What follows belongs to an exercise in optimizing a design on an open flow for small area; a production flow would make more cautious choices.
In this exercise RTL edits were held to simulation tests only and were not proved equivalent to the original.
No activity file was given, so power comes from the tool's default toggle rates.

File: design.v
module parking_meter_core(clk, rst, tick, scan, blink, parked, sw, seg, an);
  input clk;
  wire clk;
  input rst;
  wire rst;
  input tick;
  wire tick;
  input scan;
  wire scan;
  input blink;
  wire blink;
  input parked;
  wire parked;
  input [7:0] sw;
  wire [7:0] sw;
  output [7:0] seg;
  wire [7:0] seg;
  output [3:0] an;
  wire [3:0] an;
  reg [3:0] code;
  wire [3:0] d;
  reg dp;
  reg [3:0] mo;
  wire [3:0] mo_n;
  reg [2:0] mt;
  wire [2:0] mt_n;
  wire n0;
  wire n1;
  wire n10;
  wire n100;
  wire n101;
  wire n102;
  wire n103;
  wire n104;
  wire n105;
  wire n106;
  wire n107;
  wire n108;
  wire n109;
  wire n11;
  wire n110;
  wire n111;
  wire n112;
  wire n113;
  wire n114;
  wire n115;
  wire n116;
  wire n117;
  wire n118;
  wire n119;
  wire n12;
  wire n120;
  wire n121;
  wire n122;
  wire n123;
  wire n124;
  wire n125;
  wire n126;
  wire n127;
  wire n128;
  wire n129;
  wire n13;
  wire n130;
  wire n131;
  wire n132;
  wire n133;
  wire n134;
  wire n135;
  wire n136;
  wire n137;
  wire n138;
  wire n139;
  wire n14;
  wire n140;
  wire n141;
  wire n142;
  wire n143;
  wire n144;
  wire n145;
  wire n146;
  wire n147;
  wire n148;
  wire n149;
  wire n15;
  wire n150;
  wire n151;
  wire n152;
  wire n153;
  wire n154;
  wire n155;
  wire n156;
  wire n157;
  wire n158;
  wire n159;
  wire n16;
  wire n160;
  wire n161;
  wire n162;
  wire n163;
  wire n164;
  wire n165;
  wire n166;
  wire n167;
  wire n168;
  wire n169;
  wire n17;
  wire n170;
  wire n171;
  wire n172;
  wire n173;
  wire n174;
  wire n175;
  wire n176;
  wire n177;
  wire n178;
  wire n179;
  wire n18;
  wire n180;
  wire n181;
  wire n182;
  wire n183;
  wire n184;
  wire n185;
  wire n186;
  wire n187;
  wire n188;
  wire n189;
  wire n19;
  wire n190;
  wire n191;
  wire n192;
  wire n193;
  wire n194;
  wire n195;
  wire n196;
  wire n197;
  wire n198;
  wire n199;
  wire n2;
  wire n20;
  wire n200;
  wire n201;
  wire n202;
  wire n203;
  wire n204;
  wire n205;
  wire n206;
  wire n207;
  wire n208;
  wire n209;
  wire n21;
  wire n210;
  wire n211;
  wire n212;
  wire n213;
  wire n214;
  wire n215;
  wire n216;
  wire n217;
  wire n218;
  wire n219;
  wire n22;
  wire n220;
  wire n221;
  wire n222;
  wire n223;
  wire n224;
  wire n225;
  wire n226;
  wire n227;
  wire n228;
  wire n229;
  wire n23;
  wire n230;
  wire n231;
  wire n232;
  wire n233;
  wire n234;
  wire n235;
  wire n236;
  wire n237;
  wire n238;
  wire n239;
  wire n24;
  wire n240;
  wire n241;
  wire n242;
  wire n243;
  wire n244;
  wire n245;
  wire n246;
  wire n247;
  wire n248;
  wire n249;
  wire n25;
  wire n250;
  wire n251;
  wire n252;
  wire n253;
  wire n254;
  wire n255;
  wire n256;
  wire n257;
  wire n258;
  wire n259;
  wire n26;
  wire n260;
  wire n261;
  wire n262;
  wire n263;
  wire n264;
  wire n265;
  wire n266;
  wire n267;
  wire n268;
  wire n269;
  wire n27;
  wire n270;
  wire n271;
  wire n272;
  wire n273;
  wire n274;
  wire n275;
  wire n276;
  wire n277;
  wire n278;
  wire n279;
  wire n28;
  wire n280;
  wire n281;
  wire n282;
  wire n283;
  wire n284;
  wire n285;
  wire n286;
  wire n287;
  wire n288;
  wire n289;
  wire n29;
  wire n290;
  wire n291;
  wire n292;
  wire n293;
  wire n294;
  wire n295;
  wire n296;
  wire n297;
  wire n298;
  wire n299;
  wire n3;
  wire n30;
  wire n300;
  wire n301;
  wire n302;
  wire n303;
  wire n304;
  wire n305;
  wire n306;
  wire n307;
  wire n308;
  wire n309;
  wire n31;
  wire n310;
  wire n311;
  wire n312;
  wire n313;
  wire n314;
  wire n315;
  wire n316;
  wire n317;
  wire n318;
  wire n319;
  wire n32;
  wire n320;
  wire n321;
  wire n322;
  wire n323;
  wire n324;
  wire n325;
  wire n326;
  wire n327;
  wire n328;
  wire n329;
  wire n33;
  wire n330;
  wire n331;
  wire n332;
  wire n333;
  wire n334;
  wire n335;
  wire n336;
  wire n337;
  wire n338;
  wire n339;
  wire n34;
  wire n340;
  wire n341;
  wire n342;
  wire n343;
  wire n344;
  wire n345;
  wire n346;
  wire n347;
  wire n348;
  wire n349;
  wire n35;
  wire n350;
  wire n351;
  wire n352;
  wire n353;
  wire n354;
  wire n355;
  wire n356;
  wire n357;
  wire n358;
  wire n359;
  wire n36;
  wire n360;
  wire n37;
  wire n38;
  wire n39;
  wire n4;
  wire n40;
  wire n41;
  wire n42;
  wire n43;
  wire n44;
  wire n45;
  wire n46;
  wire n47;
  wire n48;
  wire n49;
  wire n5;
  wire n50;
  wire n51;
  wire n52;
  wire n53;
  wire n54;
  wire n55;
  wire n56;
  wire n57;
  wire n58;
  wire n59;
  wire n6;
  wire n60;
  wire n61;
  wire n62;
  wire n63;
  wire n64;
  wire n65;
  wire n66;
  wire n67;
  wire n68;
  wire n69;
  wire n7;
  wire n70;
  wire n71;
  wire n72;
  wire n73;
  wire n74;
  wire n75;
  wire n76;
  wire n77;
  wire n78;
  wire n79;
  wire n8;
  wire n80;
  wire n81;
  wire n82;
  wire n83;
  wire n84;
  wire n85;
  wire n86;
  wire n87;
  wire n88;
  wire n89;
  wire n9;
  wire n90;
  wire n91;
  wire n92;
  wire n93;
  wire n94;
  wire n95;
  wire n96;
  wire n97;
  wire n98;
  wire n99;
  reg [1:0] p;
  reg [3:0] so;
  wire [3:0] so_n;
  reg [2:0] st;
  wire [2:0] st_n;
  reg [3:0] v;
  assign n272 = mt[1] & mt[0];
  assign n271 = ~mt[1] & ~mt[0];
  assign mt_n[1] = ~n271 & ~n272;
  assign n270 = sw[3] & sw[4];
  assign n269 = ~sw[1] & sw[4];
  assign n268 = n269 & ~sw[2];
  assign n267 = ~n268 & ~sw[3];
  assign n266 = n267 & ~sw[5];
  assign n265 = ~n266 & sw[6];
  assign n264 = n266 & ~sw[6];
  assign n263 = ~n264 & ~n265;
  assign n262 = n263 & ~n270;
  assign n261 = ~st[2] & ~so[0];
  assign n260 = n261 & ~so[2];
  assign n259 = ~so[3] & ~so[1];
  assign n258 = ~st[1] & ~st[0];
  assign n257 = n258 & n259;
  assign n256 = n257 & n260;
  assign n255 = mo[0] & mo[3];
  assign n254 = n255 & ~n256;
  assign n253 = n254 & mt[0];
  assign n252 = ~n253 & ~mt[1];
  assign n251 = n253 & mt[1];
  assign n250 = ~n251 & ~n252;
  assign n249 = n250 & n262;
  assign n248 = ~n265 & sw[7];
  assign n247 = ~n267 & sw[5];
  assign n246 = ~n247 & ~sw[6];
  assign n245 = ~n246 & ~n248;
  assign n244 = n245 & n249;
  assign n243 = n265 & ~sw[7];
  assign n242 = ~n243 & ~n248;
  assign n241 = ~n242 & ~n270;
  assign n240 = n247 & ~n270;
  assign n239 = ~n240 & ~n266;
  assign n238 = ~n254 & ~mt[0];
  assign n237 = ~n238 & ~n253;
  assign n236 = n237 & ~n239;
  assign n235 = ~n236 & ~n250;
  assign n234 = ~n235 & n263;
  assign n233 = ~n234 & n241;
  assign n232 = ~n233 & ~n244;
  assign n231 = ~n251 & ~mt[2];
  assign n230 = mt[1] & mt[2];
  assign n229 = n230 & n253;
  assign n228 = ~n229 & ~n231;
  assign n227 = n228 & ~n232;
  assign n226 = ~n270 & sw[7];
  assign n225 = n226 & n265;
  assign n224 = n262 & sw[7];
  assign n223 = n224 & n237;
  assign n222 = ~n223 & ~n225;
  assign n221 = ~n222 & n250;
  assign n220 = ~n221 & ~n227;
  assign n219 = ~n256 & mo[0];
  assign n218 = n256 & ~mo[0];
  assign n217 = ~n218 & ~n219;
  assign n216 = mo[1] & mo[0];
  assign n215 = n216 & mo[2];
  assign n214 = ~n215 & ~mo[3];
  assign mo_n[3] = ~n214 & ~n255;
  assign n213 = mo_n[3] & ~n217;
  assign n212 = n217 & mo[3];
  assign n211 = ~n212 & ~n213;
  assign n210 = ~n211 & n241;
  assign n209 = mo[1] & ~mo[0];
  assign n208 = mo[0] & ~mo[3];
  assign n207 = n208 & ~mo[1];
  assign mo_n[1] = n207 | n209;
  assign n206 = mo_n[1] & ~n217;
  assign n205 = n206 & mo[2];
  assign n204 = n205 & n224;
  assign n203 = ~n204 & ~n210;
  assign n202 = ~n203 & ~n239;
  assign n201 = ~mo_n[1] & ~n217;
  assign n200 = ~n219 & mo[2];
  assign n199 = n217 & mo[1];
  assign n198 = ~n216 & ~mo[2];
  assign mo_n[2] = ~n198 & ~n215;
  assign n197 = mo_n[2] & ~n209;
  assign n196 = n197 & ~n199;
  assign n195 = n196 & ~mo[3];
  assign n194 = ~n195 & ~n200;
  assign n193 = ~n194 & n225;
  assign n192 = n193 & ~n201;
  assign n191 = n199 & mo[2];
  assign n190 = ~n191 & n211;
  assign n189 = ~n190 & n224;
  assign n188 = n217 & ~n239;
  assign n187 = ~n188 & n225;
  assign n186 = n187 & ~n211;
  assign n185 = ~n186 & ~n189;
  assign n184 = n185 & ~n192;
  assign n183 = n184 & ~n202;
  assign n182 = n237 & n241;
  assign n181 = n228 & ~n239;
  assign n180 = n181 & ~n249;
  assign n179 = ~n236 & n249;
  assign n178 = n179 & ~n181;
  assign n177 = ~n178 & ~n180;
  assign n176 = n177 & ~n182;
  assign n175 = n182 & ~n230;
  assign n174 = n175 & ~n177;
  assign n173 = ~n174 & ~n176;
  assign n172 = n173 & ~n183;
  assign n171 = n183 & n210;
  assign n170 = ~n171 & ~n193;
  assign n169 = ~n170 & ~n192;
  assign n168 = ~n217 & n239;
  assign n167 = ~n168 & ~n188;
  assign n166 = n167 & ~n190;
  assign n165 = n168 & ~n194;
  assign n164 = ~n165 & n206;
  assign n163 = ~n164 & ~n166;
  assign n162 = n194 & ~n217;
  assign n161 = ~n162 & ~n213;
  assign n160 = ~n161 & n224;
  assign n159 = ~n160 & ~n225;
  assign n158 = ~n159 & ~n163;
  assign n157 = n167 & ~n194;
  assign n156 = ~n211 & n239;
  assign n155 = ~n156 & ~n157;
  assign n154 = ~n155 & ~sw[7];
  assign n153 = n196 & n217;
  assign n152 = n165 & mo_n[1];
  assign n151 = ~n152 & ~n153;
  assign n150 = n151 & ~n154;
  assign n149 = ~n150 & n262;
  assign n148 = ~n199 & ~n206;
  assign n147 = n148 & ~n262;
  assign n146 = n147 & n165;
  assign n145 = ~n239 & ~n262;
  assign n144 = n145 & ~n148;
  assign n143 = n199 & ~mo[2];
  assign n142 = ~n143 & ~n212;
  assign n141 = ~n142 & n239;
  assign n140 = ~n141 & ~n144;
  assign n139 = n140 & ~n146;
  assign n138 = ~n139 & n241;
  assign n137 = ~n138 & ~n149;
  assign n136 = n137 & ~n158;
  assign n135 = n136 & ~n169;
  assign n134 = ~n135 & n236;
  assign n133 = ~n148 & n262;
  assign n132 = n133 & ~n165;
  assign n131 = ~n194 & n241;
  assign n130 = n131 & ~n146;
  assign n129 = n130 & ~n132;
  assign n128 = ~n212 & sw[7];
  assign n127 = ~n128 & n262;
  assign n126 = n127 & ~n190;
  assign n125 = n247 & sw[6];
  assign n124 = ~n125 & ~n194;
  assign n123 = n199 & n226;
  assign n122 = n123 & ~n124;
  assign n121 = ~n122 & ~n126;
  assign n120 = ~n121 & ~n246;
  assign n119 = ~n120 & ~n186;
  assign n118 = n119 & ~n129;
  assign n117 = n118 & ~n169;
  assign n116 = n117 & ~n134;
  assign n115 = ~n117 & n134;
  assign n114 = ~n115 & ~n116;
  assign n113 = n237 & n262;
  assign n112 = ~n239 & n250;
  assign n111 = ~n112 & n113;
  assign n110 = n112 & ~n113;
  assign n109 = ~n110 & ~n111;
  assign n108 = n109 & n114;
  assign n107 = ~n108 & ~n116;
  assign n106 = ~n173 & n183;
  assign n105 = ~n106 & ~n172;
  assign n104 = n105 & n107;
  assign n103 = ~n104 & ~n172;
  assign n102 = n228 & n236;
  assign n101 = ~n102 & ~n250;
  assign n100 = ~n101 & n241;
  assign n99 = n228 & n262;
  assign n98 = n99 & ~n112;
  assign n97 = ~n98 & ~n113;
  assign n96 = n97 & n100;
  assign n95 = n98 & ~n100;
  assign n94 = ~n225 & ~n244;
  assign n93 = ~n94 & n237;
  assign n92 = ~n93 & ~n95;
  assign n91 = n92 & ~n96;
  assign n90 = n91 & n103;
  assign n89 = ~n91 & ~n103;
  assign n88 = ~n89 & ~n90;
  assign n87 = n125 & n226;
  assign n86 = n87 & n212;
  assign n85 = ~n86 & n88;
  assign n84 = ~n85 & ~n90;
  assign n83 = n84 & ~n220;
  assign n82 = ~n84 & n220;
  assign n81 = ~n82 & ~n83;
  assign n80 = ~n105 & ~n107;
  assign n79 = ~n80 & ~n104;
  assign n78 = ~n79 & n81;
  assign n77 = n226 & n228;
  assign n76 = n77 & ~n233;
  assign n75 = n76 & ~n83;
  assign n74 = ~n76 & n83;
  assign n73 = ~n74 & ~n75;
  assign n72 = n86 & ~n88;
  assign n71 = ~n72 & ~n85;
  assign n70 = ~n71 & n73;
  assign n69 = n70 & ~n78;
  assign n68 = n71 & ~n73;
  assign n67 = n79 & ~n81;
  assign n66 = ~n67 & n68;
  assign n65 = ~n66 & ~n69;
  assign n64 = ~n109 & ~n114;
  assign n63 = ~n64 & ~n108;
  assign n62 = ~n70 & n78;
  assign n61 = ~n62 & ~n68;
  assign n60 = n61 & ~n69;
  assign n59 = ~n60 & ~n63;
  assign n58 = n59 & n65;
  assign n57 = ~n67 & ~n68;
  assign n56 = ~n57 & ~n78;
  assign n55 = ~n68 & n78;
  assign n54 = ~n55 & ~n56;
  assign n53 = n63 & ~n65;
  assign n52 = ~n53 & ~n54;
  assign n51 = n52 & ~n58;
  assign n50 = ~n51 & parked;
  assign n49 = ~st[2] & ~parked;
  assign n48 = p[0] & ~p[1];
  assign n47 = n48 & ~n49;
  assign n46 = n47 & ~n50;
  assign n45 = n68 & ~n81;
  assign n44 = ~p[0] & p[1];
  assign n43 = n44 & parked;
  assign n42 = n43 & ~n73;
  assign n41 = n42 & ~n45;
  assign n40 = ~p[0] & ~p[1];
  assign n39 = n40 & parked;
  assign n38 = n39 & n188;
  assign n37 = ~mo_n[1] & ~mo_n[3];
  assign n36 = n37 & ~n161;
  assign n35 = ~n239 & n241;
  assign n34 = ~n145 & ~n241;
  assign n33 = ~n34 & ~n35;
  assign n32 = ~n225 & ~n262;
  assign n31 = n32 & ~n33;
  assign n30 = ~n31 & ~n153;
  assign n29 = n30 & ~n36;
  assign n28 = n161 & ~n199;
  assign n27 = n28 & n33;
  assign n26 = ~n28 & ~n33;
  assign n25 = ~n26 & ~n27;
  assign n24 = ~n201 & ~mo[3];
  assign n23 = n24 & ~n143;
  assign n22 = ~n23 & n245;
  assign n21 = n23 & ~n245;
  assign n20 = ~n21 & ~n22;
  assign n19 = ~n20 & n25;
  assign n18 = ~n19 & n29;
  assign n17 = ~n18 & n38;
  assign n16 = ~n25 & ~n188;
  assign n15 = n29 & n39;
  assign n14 = n15 & n16;
  assign n13 = p[0] & p[1];
  assign n12 = n13 & mt[2];
  assign n11 = n44 & mo[2];
  assign n10 = n40 & so[2];
  assign n9 = ~n10 & ~n11;
  assign n8 = n9 & ~n12;
  assign n7 = ~n8 & ~parked;
  assign n6 = ~n7 & ~n14;
  assign n5 = n6 & ~n17;
  assign n4 = n5 & ~n41;
  assign d[2] = ~n4 | n46;
  assign n3 = n53 & ~n56;
  assign n2 = ~n3 & ~n60;
  assign n1 = ~n2 & n63;
  assign n0 = n48 & parked;
  assign n360 = n0 & ~n59;
  assign n359 = n360 & ~n1;
  assign n358 = n61 & n81;
  assign n357 = ~n358 & ~n45;
  assign n356 = ~n357 & n43;
  assign n355 = n13 & mt[1];
  assign n354 = n48 & st[1];
  assign n353 = ~n354 & ~n355;
  assign n352 = n44 & mo[1];
  assign n351 = n40 & so[1];
  assign n350 = ~n351 & ~n352;
  assign n349 = n350 & n353;
  assign n348 = ~n349 & ~parked;
  assign n347 = n25 & n188;
  assign n346 = ~n20 & n26;
  assign n345 = n20 & ~n26;
  assign n344 = ~n345 & ~n346;
  assign n343 = ~n344 & ~n347;
  assign n342 = ~n25 & n188;
  assign n341 = ~n342 & n15;
  assign n340 = n341 & ~n343;
  assign n339 = ~n340 & ~n348;
  assign n338 = n339 & ~n356;
  assign d[1] = ~n338 | n359;
  assign n337 = n2 & n43;
  assign n336 = n135 & ~n236;
  assign n335 = n0 & ~n134;
  assign n334 = n335 & ~n336;
  assign n333 = n48 & st[0];
  assign n332 = n40 & so[0];
  assign n331 = ~n332 & ~n333;
  assign n330 = n13 & mt[0];
  assign n329 = n44 & mo[0];
  assign n328 = ~n329 & ~n330;
  assign n327 = n328 & n331;
  assign n326 = ~n327 & ~parked;
  assign n325 = ~n326 & ~n38;
  assign n324 = n325 & ~n334;
  assign d[0] = ~n324 | n337;
  assign n323 = ~n3 & ~n58;
  assign n322 = ~n323 & n0;
  assign n321 = n44 & mo[3];
  assign n320 = n40 & so[3];
  assign n319 = ~n320 & ~n321;
  assign n318 = ~n319 & ~parked;
  assign n317 = n15 & ~n16;
  assign n315 = n317 & n343;
  assign n311 = ~n315 & ~n318;
  assign d[3] = ~n311 | n322;
  assign n310 = blink & parked;
  assign n314 = ~n310 & v[2];
  assign n313 = n310 | v[1];
  assign n312 = ~n310 & v[0];
  assign n306 = tick & ~parked;
  assign n309 = so[3] & so[0];
  assign n303 = n309 & n306;
  assign n308 = st[2] & st[0];
  assign n304 = n308 & n303;
  assign n305 = n304 & n255;
  assign n307 = code[2] & code[3];
  assign an[3] = n307 | ~n48;
  assign an[2] = n307 | ~n40;
  assign n302 = ~code[2] & ~code[3];
  assign n301 = n302 & code[0];
  assign n300 = ~code[0] & code[2];
  assign n299 = ~n300 & ~n301;
  assign n298 = ~n299 & ~code[1];
  assign n294 = code[1] & code[3];
  assign seg[0] = n294 | n298;
  assign an[1] = n307 | ~n13;
  assign an[0] = n307 | ~n44;
  assign n293 = ~blink & parked;
  assign n297 = ~n293 | ~n13;
  assign n296 = n310 | v[3];
  assign n295 = n44 | n48;
  assign n292 = n302 & ~code[1];
  assign n291 = ~n300 & code[1];
  assign n290 = n291 & code[2];
  assign n289 = ~n290 & ~n294;
  assign seg[6] = ~n289 | n292;
  assign n288 = n291 & ~code[0];
  assign seg[2] = n288 | n294;
  assign seg[5] = n291 | n301;
  assign seg[3] = ~n289 | n298;
  assign n287 = ~seg[3] & code[2];
  assign seg[1] = n287 | n294;
  assign seg[4] = seg[0] | code[0];
  assign n285 = ~n272 & ~mt[2];
  assign n284 = n272 & mt[2];
  assign mt_n[2] = ~n284 & ~n285;
  assign n283 = n306 & n230;
  assign n286 = n283 | rst;
  assign n282 = st[1] & st[0];
  assign n281 = n282 & ~st[2];
  assign n280 = st[2] & ~st[0];
  assign st_n[2] = n280 | n281;
  assign n279 = ~n308 & ~n258;
  assign st_n[1] = n279 & ~n281;
  assign n278 = so[1] & so[0];
  assign n277 = n278 & so[2];
  assign n276 = ~n277 & ~so[3];
  assign so_n[3] = ~n276 & ~n309;
  assign n275 = ~n278 & ~so[2];
  assign so_n[2] = ~n275 & ~n277;
  assign n274 = so[1] & ~so[0];
  assign n273 = n259 & so[0];
  assign so_n[1] = n273 | n274;
  assign mt_n[0] = ~mt[0];
  assign mo_n[0] = ~mo[0];
  assign so_n[0] = ~so[0];
  assign n316 = ~p[0];
  assign st_n[0] = ~st[0];
  always @(posedge clk)
    if (n286) so[0] <= 1'h0;
    else if (n306) so[0] <= so_n[0];
  always @(posedge clk)
    if (n286) so[1] <= 1'h0;
    else if (n306) so[1] <= so_n[1];
  always @(posedge clk)
    if (n286) so[2] <= 1'h0;
    else if (n306) so[2] <= so_n[2];
  always @(posedge clk)
    if (n286) so[3] <= 1'h0;
    else if (n306) so[3] <= so_n[3];
  always @(posedge clk)
    if (n286) st[0] <= 1'h0;
    else if (n303) st[0] <= st_n[0];
  always @(posedge clk)
    if (n286) st[1] <= 1'h0;
    else if (n303) st[1] <= st_n[1];
  always @(posedge clk)
    if (n286) st[2] <= 1'h0;
    else if (n303) st[2] <= st_n[2];
  always @(posedge clk)
    if (n286) mo[0] <= 1'h0;
    else if (n304) mo[0] <= mo_n[0];
  always @(posedge clk)
    if (n286) mo[1] <= 1'h0;
    else if (n304) mo[1] <= mo_n[1];
  always @(posedge clk)
    if (n286) mo[2] <= 1'h0;
    else if (n304) mo[2] <= mo_n[2];
  always @(posedge clk)
    if (n286) mo[3] <= 1'h0;
    else if (n304) mo[3] <= mo_n[3];
  always @(posedge clk)
    if (n286) mt[0] <= 1'h0;
    else if (n305) mt[0] <= mt_n[0];
  always @(posedge clk)
    if (n286) mt[1] <= 1'h0;
    else if (n305) mt[1] <= mt_n[1];
  always @(posedge clk)
    if (n286) mt[2] <= 1'h0;
    else if (n305) mt[2] <= mt_n[2];
  always @(posedge clk)
    if (rst) dp <= 1'h1;
    else if (scan) dp <= n297;
  always @(posedge clk)
    if (rst) code[0] <= 1'h1;
    else if (scan) code[0] <= n312;
  always @(posedge clk)
    if (rst) code[1] <= 1'h1;
    else if (scan) code[1] <= n313;
  always @(posedge clk)
    if (rst) code[2] <= 1'h1;
    else if (scan) code[2] <= n314;
  always @(posedge clk)
    if (rst) code[3] <= 1'h1;
    else if (scan) code[3] <= n296;
  always @(posedge clk)
    if (rst) p[0] <= 1'h0;
    else if (scan) p[0] <= n316;
  always @(posedge clk)
    if (rst) p[1] <= 1'h0;
    else if (scan) p[1] <= n295;
  always @(posedge clk)
    if (rst) v[0] <= 1'h0;
    else if (scan) v[0] <= d[0];
  always @(posedge clk)
    if (rst) v[1] <= 1'h0;
    else if (scan) v[1] <= d[1];
  always @(posedge clk)
    if (rst) v[2] <= 1'h0;
    else if (scan) v[2] <= d[2];
  always @(posedge clk)
    if (rst) v[3] <= 1'h0;
    else if (scan) v[3] <= d[3];
  assign seg[7] = dp;
endmodule
File: constraint.sdc
create_clock -name core_clock -period 25.0 [get_ports {clk}]
set_input_delay 5.0000 -clock core_clock [delete_from_list [all_inputs] [get_ports {clk}]]
set_output_delay 5.0000 -clock core_clock [all_outputs]
set_load 0.01 [all_outputs]
File: standard.sh
#!/bin/bash
# synth_recipe.tcl (not shown) runs the flow's synth.tcl, then flattens the netlist and writes it again
# the make line also repeats each setting of config.mk as NAME=value (left out here)
make -C /OpenROAD-flow-scripts/flow DESIGN_CONFIG=/design/flow/config.mk WORK_HOME=/design/flow/orfs CLKGATE_MAP_FILE= SYNTH_SCRIPT=/design/flow/synth_recipe.tcl "${@:-finish}"
File: flow/run.sh
#!/bin/bash
# Standard layout, but the port buffers are the smallest buffer (buf_1).
cp standard.sh standard_sh_copy.log
export BUFFER_PORTS_ARGS="-buffer_cell sky130_fd_sc_hd__buf_1"
bash standard.sh > standard.log 2>&1
File: config.mk
export PLATFORM = sky130hd
export DESIGN_NAME = parking_meter_core
export DESIGN_NICKNAME = parking_meter_core
export VERILOG_FILES = /design/flow/design.v
export SDC_FILE = /design/flow/constraint.sdc
export NUM_CORES = 4
export LEC_CHECK = 0
export ABC_AREA = 1
export CAP_MARGIN = 20
export CORE_MARGIN = 2
export CORE_UTILIZATION = 60
export SLEW_MARGIN = 20
==> results of run 1 <==
## flip-flops by register name (all words and copies together) (netlist names), named ones only
register	count
code	4
p	2
st	3
so	3
mo	4
v	4
dp	1
mt	3
## cells by family (layout without fill, tap and decap cells)
logic type / count (synthesis) / count (layout) / synth area share
AO/OA/AOI/OAI: 73 / 73 / 0.1675
XOR/XNOR: 4 / 4 / 0.01404
adder cells (fa/ha/maj): 17 / 17 / 0.09428
buffers and inverters: 75 / 99 / 0.1158
flip-flops: 25 / 25 / 0.2006
AND/OR/NAND/NOR: 214 / 214 / 0.4077
## metal layers
layer,up-vias,GRT usage,share of wire
met5,-,0,0
met1,1142,0.3631,0.49
met4,0,0.03000,0.0014
met3,2,0.04770,0.057
met2,70,0.4099,0.45
li1,1389,-,-
## worst register-to-register path, delay by kind of cell (launching register included)
family / cells / cell delay (ns)
compound gates: 3 / 0.37
fa+ha+maj: 5 / 1.60
flops: 1 / 0.37
buf+inv: 4 / 0.22
simple gates: 18 / 2.07
## report_power, final
part	total [mW]	internal [mW]	leakage, nW	switching [mW]
logic	0.0228	0.00747	1.06	0.0153
registers	0.0423	0.0411	0.204	0.00118
clock network	0.0239	0.0114	0.0228	0.0125
total	0.0890	0.0600	1.29	0.0290
## synth_stat cells, types with 6 or more instances
master / n
a31oi_1: 6
ha_1: 14
nand3_2: 6
nand3_1: 29
inv_2: 7
dfxtp_1: 25
nor3_1: 7
nand4_1: 8
a21oi_1: 21
nor2_1: 30
inv_1: 63
o21ai_0: 26
nand2_1: 110
nand2_4: 6
## cell type report
type	instances	area share
clock buffer	4	0.01687
inverter	71	0.09981
multi-input combinational	308	0.6387
sequential	25	0.1874
tap	50	0.02343
timing repair buffer	24	0.03374
## how the worst max path moves through the flow
| stage | to | cells past startpoint |
|---|---|---|
| floorplan | v[2] | 31 |
| global placement | v[2] | 30 |
| detailed placement | v[2] | 30 |
| CTS | v[2] | 30 |
| global route | v[2] | 34 |
| finish | v[2] | 30 |
## stage by stage
stage | std cells | util | total power, mW | setup WS (ns) | area (µm²)
global route | 482 | 0.6675 | 0.09416 | 15.62 | 2670
finish | 482 | 0.6675 | 0.08900 | 16.02 | 2670
detailed placement | 478 | 0.6562 | 0.06591 | 15.77 | 2625
CTS | 482 | 0.6675 | 0.08945 | 16.04 | 2670
floorplan | 408 | - | 0.06019 | 16.28 | 2495
global placement | 478 | 0.6562 | 0.06540 | 15.81 | 2625
==> results_dict.tcl, run 1 <==
set metrics [dict create \
    syn_nets 439 \
    slew_viol_final 0 \
    cts_tree "done" \
    initial_utilization 0.6237 \
    startpoint_type "input pin" \
    rsz0062_at_grt "no" \
    setup-tns-final_ns 0 \
    drtPass1Iterations 5 \
    cp_slowest_cell "fa_1" \
    finalCriticalPeriod_ns 8.977 \
    cp_top_family "simple AND/OR/NAND/NOR gates" \
    outcome "timing/DRC/antenna clean" \
    hold_slack_ns 0.4822 \
    fill_cells 428 \
    grt_pass1_wl_mm 9.190 \
    drc_errors 0 \
    worst_pin_slew_ns 0.5852 \
    synth_edf_count 0 \
    gp_congestion 0.9752 \
    dp_hpwl_mm 4.595 \
    wl_mm 5.664 \
    grt_usage 0.2551 \
    rrSetupSlack_ns 20.31 \
    path_clk_slew_ns 0.08 \
    grt_max_degree 15 \
    die_w_um 68.49 \
    hold_buffers 0 \
    cts_setup_buffers 0 \
    die-area_mm2 0.004690 \
    cp-end-kind "flip-flop" \
    critPathBufInv 7 \
    antenna_cells 0 \
    reg2reg_depth 30 \
    die_h_um 68.49 \
    clk_latency_ns 0.27 \
    ff_latch_area_um2 500.5 \
    via_per_inst 5.400 \
    multi_input_area_mm2 0.001705 \
    ios 26 \
    final_cell_mix "110 x nand2_1, 63 x inv_1, 30 x nor2_1" \
    critPathArrivalTime_ns 9.18 \
    hp-start "v[3]" \
    row_count 23 \
    antenna_found_initial 0 \
    critPathMaxFanout 8 \
    synth_top_area_cell "dfxtp_1" \
    route.antenna.remaining_nets 0 \
    peakVddDrop_mv 0.03361 \
    critPathLaunch "sw[5]" \
    drt_iter0_drc 139 \
    hold_viol 0 \
    hold_depth 2 \
    async_reset_ff_frac 0 \
    io_buffers 24 \
    ys_types 40 \
    final_common_cell "nand2_1" \
    fin_crit_sh 0.3591 \
    htreeDepth 1 \
    cp_common_cell "nand2_1" \
    cts_buffer_depth 2 \
    synthCells 408 \
    avgRoutedWirePerCell_um 11.75 \
    clockRootBuffer "clkbuf_8" \
    core-area_mm2 0.004000 \
    overflow 0 \
    cts.sinks 25 \
    synth_warnings 1 \
    yosys-top-cells-area "dfxtp_1 20%, nand2_1 17%, inv_1 9.5%, ha_1 7.0%, nand3_1 5.8%" \
    max_stage_delay_ns 0.40 \
    hold_path.class "reg2reg" \
    fin_skew_ns 0.007058 \
    syn_to_final_growth_pct 7.021 \
    drive_gt1_frac 0.09028 \
    ys.flop_type "dfxtp_1" \
    yosys_register_bits 25 \
    p_leak_nw 1.289 \
    cts_made_buffers 3 \
    rr_startpoint "st[0]" \
    relSlewSlack 0.6072 \
    finalSetupViolations 0 \
    synth_top_cell_area_share 0.2006 \
    worst-endpoint-required_ns 25.21 \
    critical_path_class "in2reg" \
    powerDensity_mw_per_mm2 33.33 \
    nets 464 \
    cts_resized 0 \
    holdPathEnd "code[3]" \
    ys_seq_area_frac 0.2006 \
    syn-cell-area_mm2 0.002495 \
    grt_pass1_vias 2145 \
    r2r-end "v[2]" \
    via_count 2603 \
    cap_violations 0 \
    syn_avg_cell_area_um2 6.115 \
    fmax_ghz 0.1114 \
]
==> inputs of run 2 (changes only) <==
==> run.sh (new file) <==
#!/bin/bash
# synth_recipe.tcl (not shown) runs the flow's synth.tcl, then flattens the netlist and writes it again
# the make line also repeats each setting of config.mk as NAME=value (left out here)
make -C /OpenROAD-flow-scripts/flow DESIGN_CONFIG=/design/flow/config.mk WORK_HOME=/design/flow/orfs CLKGATE_MAP_FILE= SYNTH_SCRIPT=/design/flow/synth_recipe.tcl finish
removed: flow/run.sh
removed: standard.sh
==> results_dict.tcl, run 2 <==
set metrics [dict create \
    syn_avg_cell_area_um2 6.115 \
    cp-end-kind "flip-flop" \
    hold_depth 2 \
    clockPowerShare 0.261 \
    row_count 23 \
    yosys-top-cells-area "dfxtp_1 20%, nand2_1 17%, inv_1 9.5%, ha_1 7.0%, nand3_1 5.8%" \
    reg2reg_depth 30 \
    dpl_cell_area_mm2 0.002775 \
    ys_top_cells_by_count "110 x nand2_1, 63 x inv_1, 30 x nor2_1, 29 x nand3_1, 26 x o21ai_0" \
    drc_errors 0 \
    die_h_um 68.49 \
    cts.sinks 25 \
    hold_buffers 0 \
    synth_edf_count 0 \
    cts_resized 0 \
    rsz0062_at_grt "no" \
    outcome "timing/DRC/antenna clean" \
    drive_gt1_frac 0.09259 \
    rrSetupSlack_ns 20.24 \
    hold_path.class "reg2reg" \
    grt_usage 0.2735 \
    cp_common_cell "nand2_1" \
    die_w_um 68.49 \
    fin_skew_ns 0.006257 \
    critical_path_class "in2reg" \
    power.share.switching 0.3190 \
    hp-start "v[1]" \
    grt_max_degree 15 \
    hold_slack_ns 0.4886 \
    ys_seq_area_frac 0.2006 \
    antenna_cells 0 \
    path_clk_slew_ns 0.08 \
    critPathArrivalTime_ns 9.63 \
    powerDensity_mw_per_mm2 32.83 \
    cts_made_buffers 3 \
    p_total_mw 0.09264 \
    synth_top_area_cell "dfxtp_1" \
    worst_pin_slew_ns 0.6202 \
    slew_viol_final 0 \
    r2r-end "v[2]" \
    ios 26 \
    syn_nets 439 \
    hold_viol 0 \
    finalSetupViolations 0 \
    p_switching_mw 0.02956 \
    startpoint_type "input pin" \
    drt_iter0_drc 105 \
    rr_startpoint "so[2]" \
    via_per_inst 5.369 \
    io_buffers 24 \
    via_count 2588 \
    grt_pass1_wl_mm 9.922 \
    htreeDepth 1 \
    yosys_register_bits 25 \
    core-area_mm2 0.004000 \
    nets 464 \
    clockRootBuffer "clkbuf_8" \
    relSlewSlack 0.5838 \
    synth_top_cell_area_share 0.2006 \
    p_int_mw 0.06308 \
    final_area_mm2 0.002821 \
    drtPass1Iterations 4 \
    gp_congestion 0.9837 \
    async_reset_ff_frac 0 \
    overflow 0 \
    grt_pass1_vias 2277 \
    synth_warnings 1 \
    worst-endpoint-required_ns 25.21 \
    synthCells 408 \
    synth.most_common_cell "nand2_1" \
    setup-tns-final_ns 0 \
    clk_latency_ns 0.27 \
    cts_tree "done" \
    cts_setup_buffers 0 \
    syn-cell-area_mm2 0.002495 \
    final_core_util 0.7053 \
    syn_to_final_growth_pct 13.09 \
    ys_types 40 \
    dp_hpwl_mm 4.727 \
    antenna_found_initial 0 \
    peakVddDrop_mv 0.04129 \
    avgRoutedWirePerCell_um 12.06 \
    wl_mm 5.811 \
    critPathMaxFanout 8 \
    ys.flop_type "dfxtp_1" \
    finalCriticalPeriod_ns 9.418 \
    fmax_ghz 0.1062 \
    final_cell_mix "110 x nand2_1, 63 x inv_1, 30 x nor2_1" \
    cap_violations 0 \
    holdPathEnd "code[1]" \
    die-area_mm2 0.004690 \
    final_common_cell "nand2_1" \
    route.antenna.remaining_nets 0 \
    combPwrFrac 0.282 \
    cp_slowest_cell "clkdlybuf4s50_1" \
    cts_buffer_depth 2 \
    power.share.sequential 0.457 \
    fin_crit_sh 0.3767 \
    max_stage_delay_ns 0.45 \
    p_leak_nw 1.361 \
    initial_utilization 0.6237 \
    top_regs "code: 4 flops, mo: 4 flops, v: 4 flops" \
]
-- run 2: cell counts after synthesis --
Identical to the previous run, type by type.
-- run 2: how the worst max path moves through the flow --
| stage | startpoint | end | slack [ns] | cells past startpoint |
|---|---|---|---|---|
| floorplan | sw[2] | v[2] | 16.28 | 31 |
| global placement | sw[2] | v[2] | 15.43 | 32 |
| detailed placement | sw[1] | v[2] | 15.35 | 32 |
| CTS | sw[1] | v[2] | 15.62 | 32 |
| global route | sw[4] | v[2] | 15.16 | 34 |
| finish | sw[2] | v[2] | 15.58 | 32 |
-- run 2: cell families (layout without fill, tap and decap cells) --
| logic type | count (synthesis) | after routing | share of synthesized area |
|---|---|---|---|
| AO/OA/AOI/OAI | 73 | 73 | 0.1675 |
| flip-flops | 25 | 25 | 0.2006 |
| adder cells (fa/ha/maj) | 17 | 17 | 0.09428 |
| AND/OR/NAND/NOR | 214 | 214 | 0.4077 |
| XOR/XNOR | 4 | 4 | 0.01404 |
| buffers and inverters | 75 | 99 | 0.1158 |
-- run 2: final cells by class --
| type | count | area, µm² |
|---|---|---|
| clock inverter | 1 | 5.005 |
| timing repair buffer | 24 | 240.2 |
| fill | 361 | 1179 |
| inverter | 71 | 266.5 |
| clock buffer | 3 | 41.29 |
| sequential | 25 | 500.5 |
| multi-input combinational | 308 | 1705 |
| tap | 50 | 62.56 |
-- run 2: layer usage --
metal | part of all wire | track usage | up-vias
li1 | - | - | 1374
met1 | 0.48 | 0.3813 | 1144
met2 | 0.47 | 0.4447 | 64
met3 | 0.046 | 0.03947 | 6
met4 | 0.0084 | 0.06000 | 0
met5 | 0 | 0 | -
-- run 2: metrics by stage --
stage	worst slack, ns	instances
6_report	15.58	482
5_1_grt	15.16	482
4_1_cts	15.62	482
3_5_place_dp	15.35	478
3_3_place_gp	15.43	478
2_1_floorplan	16.28	408
-- run 2: power groups by stage --
stage | clock network (mW) | logic, mW | registers [mW]
detailed placement | 0 | 0.0260 | 0.0432
finish | 0.0242 | 0.0261 | 0.0423
global route | 0.0259 | 0.0293 | 0.0425
floorplan | 0 | 0.0173 | 0.0429
global placement | 0 | 0.0255 | 0.0432
CTS | 0.0244 | 0.0261 | 0.0423
-- run 2: critical path: cells and delay by family --
family / cells / cell delay, ns
compound gates: 2 / 0.23
fa+ha+maj: 5 / 1.59
buf+inv: 8 / 0.90
simple gates: 17 / 1.92
==> inputs of run 3 (changes only) <==
==> flow/run.sh (new file) <==
#!/bin/bash
# The standard layout with two changes to how it is made:
# 1. After the standard synthesis, flow/remap.tcl re-maps the combinational
#    logic of its netlist with an area-oriented ABC script (flow/abc.script).
#    Every register keeps its instance, name and cell type; only the gates
#    between registers and ports change.
# 2. The port buffers are the smallest buffer, sky130_fd_sc_hd__buf_1.
# Each tool's output goes to a log file of its own in this folder.
set -euo pipefail
RES="$PWD/orfs/results/sky130hd/parking_meter_core/base"
LIB="$FLOW_HOME/platforms/sky130hd/lib/sky130_fd_sc_hd__tt_025C_1v80.lib"

bash standard.sh synth > synth.log 2>&1
cp "$RES/1_2_yosys.v" standard_1_2_yosys.v

REMAP_LIB="$LIB" REMAP_IN=standard_1_2_yosys.v REMAP_OUT=remapped.v \
  REMAP_SCRIPT="$PWD/flow/abc.script" yosys -c flow/remap.tcl > remap.log 2>&1
cp remapped.v "$RES/1_2_yosys.v"
touch "$RES/1_2_yosys.v"
rm -f "$RES/1_synth.odb"

export BUFFER_PORTS_ARGS="-buffer_cell sky130_fd_sc_hd__buf_1"
bash standard.sh finish > standard.log 2>&1
==> flow/abc.script (new file) <==
strash
dch
amap
topo
==> flow/remap.tcl (new file) <==
# Re-maps the combinational logic of the standard synthesis netlist with an
# area-oriented ABC script. Registers (and every sequential cell) stay the same
# instances with the same names; only the logic between them is re-mapped.
yosys -import
set lib $::env(REMAP_LIB)
set net $::env(REMAP_IN)
read_liberty -overwrite -ignore_miss_func -setattr liberty_cell $lib
foreach pat {df* edf* sdf* sedf* dl* sdl*} {
  setattr -mod -set keep_hierarchy 1 sky130_fd_sc_hd__$pat
}
read_verilog -overwrite $net
hierarchy -top parking_meter_core
flatten
opt_clean -purge
opt -purge
abc -liberty $lib -dont_use *lpflow* -dont_use *probe* -script $::env(REMAP_SCRIPT)
opt_clean -purge
hilomap -singleton -hicell sky130_fd_sc_hd__conb_1 HI -locell sky130_fd_sc_hd__conb_1 LO
insbuf -buf sky130_fd_sc_hd__buf_4 A X
splitnets
opt_clean -purge
stat -liberty $lib
select parking_meter_core
write_verilog -noattr -nohex -nodec -selected $::env(REMAP_OUT)
==> standard.sh (new file) <==
#!/bin/bash
# synth_recipe.tcl (not shown) runs the flow's synth.tcl, then flattens the netlist and writes it again
# the make line also repeats each setting of config.mk as NAME=value (left out here)
make -C /OpenROAD-flow-scripts/flow DESIGN_CONFIG=/design/flow/config.mk WORK_HOME=/design/flow/orfs CLKGATE_MAP_FILE= SYNTH_SCRIPT=/design/flow/synth_recipe.tcl "${@:-finish}"
--- a/config.mk
+++ b/config.mk
@@ -10,3 +10,4 @@
 export CORE_MARGIN = 2
 export CORE_UTILIZATION = 60
+export CTS_BUF_LIST = sky130_fd_sc_hd__clkbuf_8
 export SLEW_MARGIN = 20
removed: run.sh
==> results_dict.tcl, run 3 <==
set metrics [dict create \
    top_regs "code: 4 flops, mo: 4 flops, v: 4 flops" \
    critPathMaxFanout 8 \
    drtPass1Iterations 5 \
    final_cell_mix "94 x nor2_1, 46 x clkinv_1, 40 x o21ai_0" \
    cp_common_cell "o21ai_0" \
    finalSetupViolations 0 \
    core-area_mm2 0.003337 \
    finalCriticalPeriod_ns 9.972 \
    power.share.sequential 0.481 \
    die-area_mm2 0.003977 \
    relSlewSlack 0.5218 \
    startpoint_type "input pin" \
    fin_skew_ns 0.001665 \
    cp_top_family "compound AO/OA/AOI/OAI gates" \
    fill_cells 327 \
    grt_use_met1 0.3588 \
    fin_crit_sh 0.3989 \
    path_clk_slew_ns 0.09 \
    avgRoutedWirePerCell_um 12.61 \
    fmax_ghz 0.1003 \
    cp-end-kind "flip-flop" \
    wl_mm 5.348 \
    row_count 21 \
    hold_slack_ns 0.4724 \
    io_buffers 24 \
    die_h_um 63.07 \
    peakVddDrop_mv 0.02922 \
    ios 26 \
    synthCells 351 \
    critPathArrivalTime_ns 10.17 \
    dp_hpwl_mm 4.205 \
    route.antenna.remaining_nets 0 \
    gp_congestion 0.9219 \
    syn_to_final_growth_pct 9.026 \
    combPwrFrac 0.230 \
    hold_viol 0 \
    cts_made_buffers 3 \
    top_usage_layer "met2" \
    use_met2 0.4934 \
    drc_errors 0 \
    drt_iter0_drc 184 \
    hold_path.class "reg2reg" \
    die_w_um 63.07 \
    syn_avg_cell_area_um2 5.964 \
    rsz0062_at_grt "no" \
    grt_max_degree 16 \
    clockPowerShare 0.289 \
    slew_viol_final 0 \
    power.share.switching 0.3333 \
    p_int_mw 0.05828 \
    hold_buffers 0 \
    clockRootBuffer "clkbuf_8" \
    grt_pass1_vias 2267 \
    nets 393 \
    final_common_cell "nor2_1" \
    via_per_inst 5.833 \
    cap_violations 0 \
    via_count 2473 \
    max_stage_delay_ns 0.47 \
    cp_slowest_cell "o21ai_0" \
    synth_warnings 1 \
    antenna_cells 0 \
    cts_buffer_depth 2 \
    cts.sinks 25 \
    initial_utilization 0.6273 \
    drive_gt1_frac 0.01058 \
    powerDensity_mw_per_mm2 38.30 \
    outcome "timing/DRC/antenna clean" \
    critical_path_class "in2reg" \
    p_leak_nw 0.7059 \
    clk_latency_ns 0.28 \
    critPathBufInv 4 \
    htreeDepth 1 \
    p_total_mw 0.08742 \
    antenna_found_initial 0 \
    grt_usage 0.2856 \
    setup-tns-final_ns 0 \
    cts_resized 0 \
    worst_pin_slew_ns 0.7172 \
    worst-endpoint-required_ns 25.20 \
    p_switching_mw 0.02913 \
    syn_nets 365 \
    cts_tree "done" \
    syn-cell-area_mm2 0.002093 \
    grt_pass1_wl_mm 9.425 \
    overflow 0 \
    cts_setup_buffers 0 \
    use_met3 0.04821 \
]
==> run 3: worst register-to-register path: cells and delay by family (launching register included) <==
| family | cells | cell delay, ns |
|---|---|---|
| AO/OA/AOI/OAI | 12 | 2.43 |
| AND/OR/NAND/NOR | 19 | 2.74 |
| flip-flops | 1 | 0.35 |
| buffers and inverters | 1 | 0.14 |
==> run 3: metal layers <==
metal  wire length (µm)  up-vias
met3                271       11
met5                  0        -
met4                 78        0
met1               2473     1089
met2               2525       69
li1                   -     1304
==> run 3: through the flow <==
step / area, µm² / worst slack, ns / std cells / utilization
after floorplan: 2093 / 15.87 / 351 / -
after global placement: 2233 / 14.96 / 420 / 0.6693
after detailed placement: 2233 / 14.87 / 420 / 0.6693
after CTS: 2282 / 15.09 / 424 / 0.6839
after global routing: 2282 / 14.28 / 424 / 0.6839
final: 2282 / 15.03 / 424 / 0.6839
==> run 3: worst paths after layout <==
| kind | startpoint | cells after the start | end | slack (ns) |
|---|---|---|---|---|
| max | sw[1] | 28 | v[2] | 15.03 |
| min | v[2] | 2 | v[2] | 0.47 |
| max reg2reg | so[3] | 32 | v[2] | 19.24 |
| min reg2reg | v[2] | 2 | v[2] | 0.47 |
==> run 3: final cells by class <==
cell class              count  area, µm²  area share
inverters                  46      172.7     0.07566
flip-flops and latches     25      500.5      0.2193
repair buffers             24      90.09     0.03947
clock buffers               3      41.29     0.01809
well taps                  46      57.56     0.02522
multi-input cells         279       1413      0.6190
clock inverters             1      7.507    0.003289
==> run 3: power by group through the flow <==
stage | Clock [mW] | Combinational, mW | Sequential [mW]
after floorplan | 0 | 0.0142 | 0.0427
after global placement | 0 | 0.0193 | 0.0430
after detailed placement | 0 | 0.0196 | 0.0430
after CTS | 0.0259 | 0.0198 | 0.0420
after global routing | 0.0270 | 0.0231 | 0.0423
final | 0.0253 | 0.0201 | 0.0421

-- afterwards: timing with drivers on the ports --
In the flow no input, the clock included, has a driving cell. The finished layouts below were timed again as built, in two steps.
Step 1: set_driving_cell puts a clkbuf_16 on clk and a buf_2 on each other input, an assumption about the parent block.
Step 2 adds t to the input delays and takes it off the output delays; t is the mean of the earliest and latest rising clock arrival at the registers after step 1. Input paths then give back, and output paths get back, about the clock's delay inside the block.
a / b / c = ideal / step 1 / step 2; a / b = the first two.
run | shift t [ns] | setup WS [ns] | worst setup path at the end
run 1 | 0.289 | 16.023 / 16.027 / 15.738 | input to register
run 2 | 0.292 | 15.582 / 15.584 / 15.292 | input to register
run 3 | 0.304 | 15.028 / 15.037 / 14.732 | input to register
After both steps setup and hold are still met in every run listed. The setup slack of run 3, which loses most, moves by +0.009 ns with the drivers and by -0.296 ns with both steps.
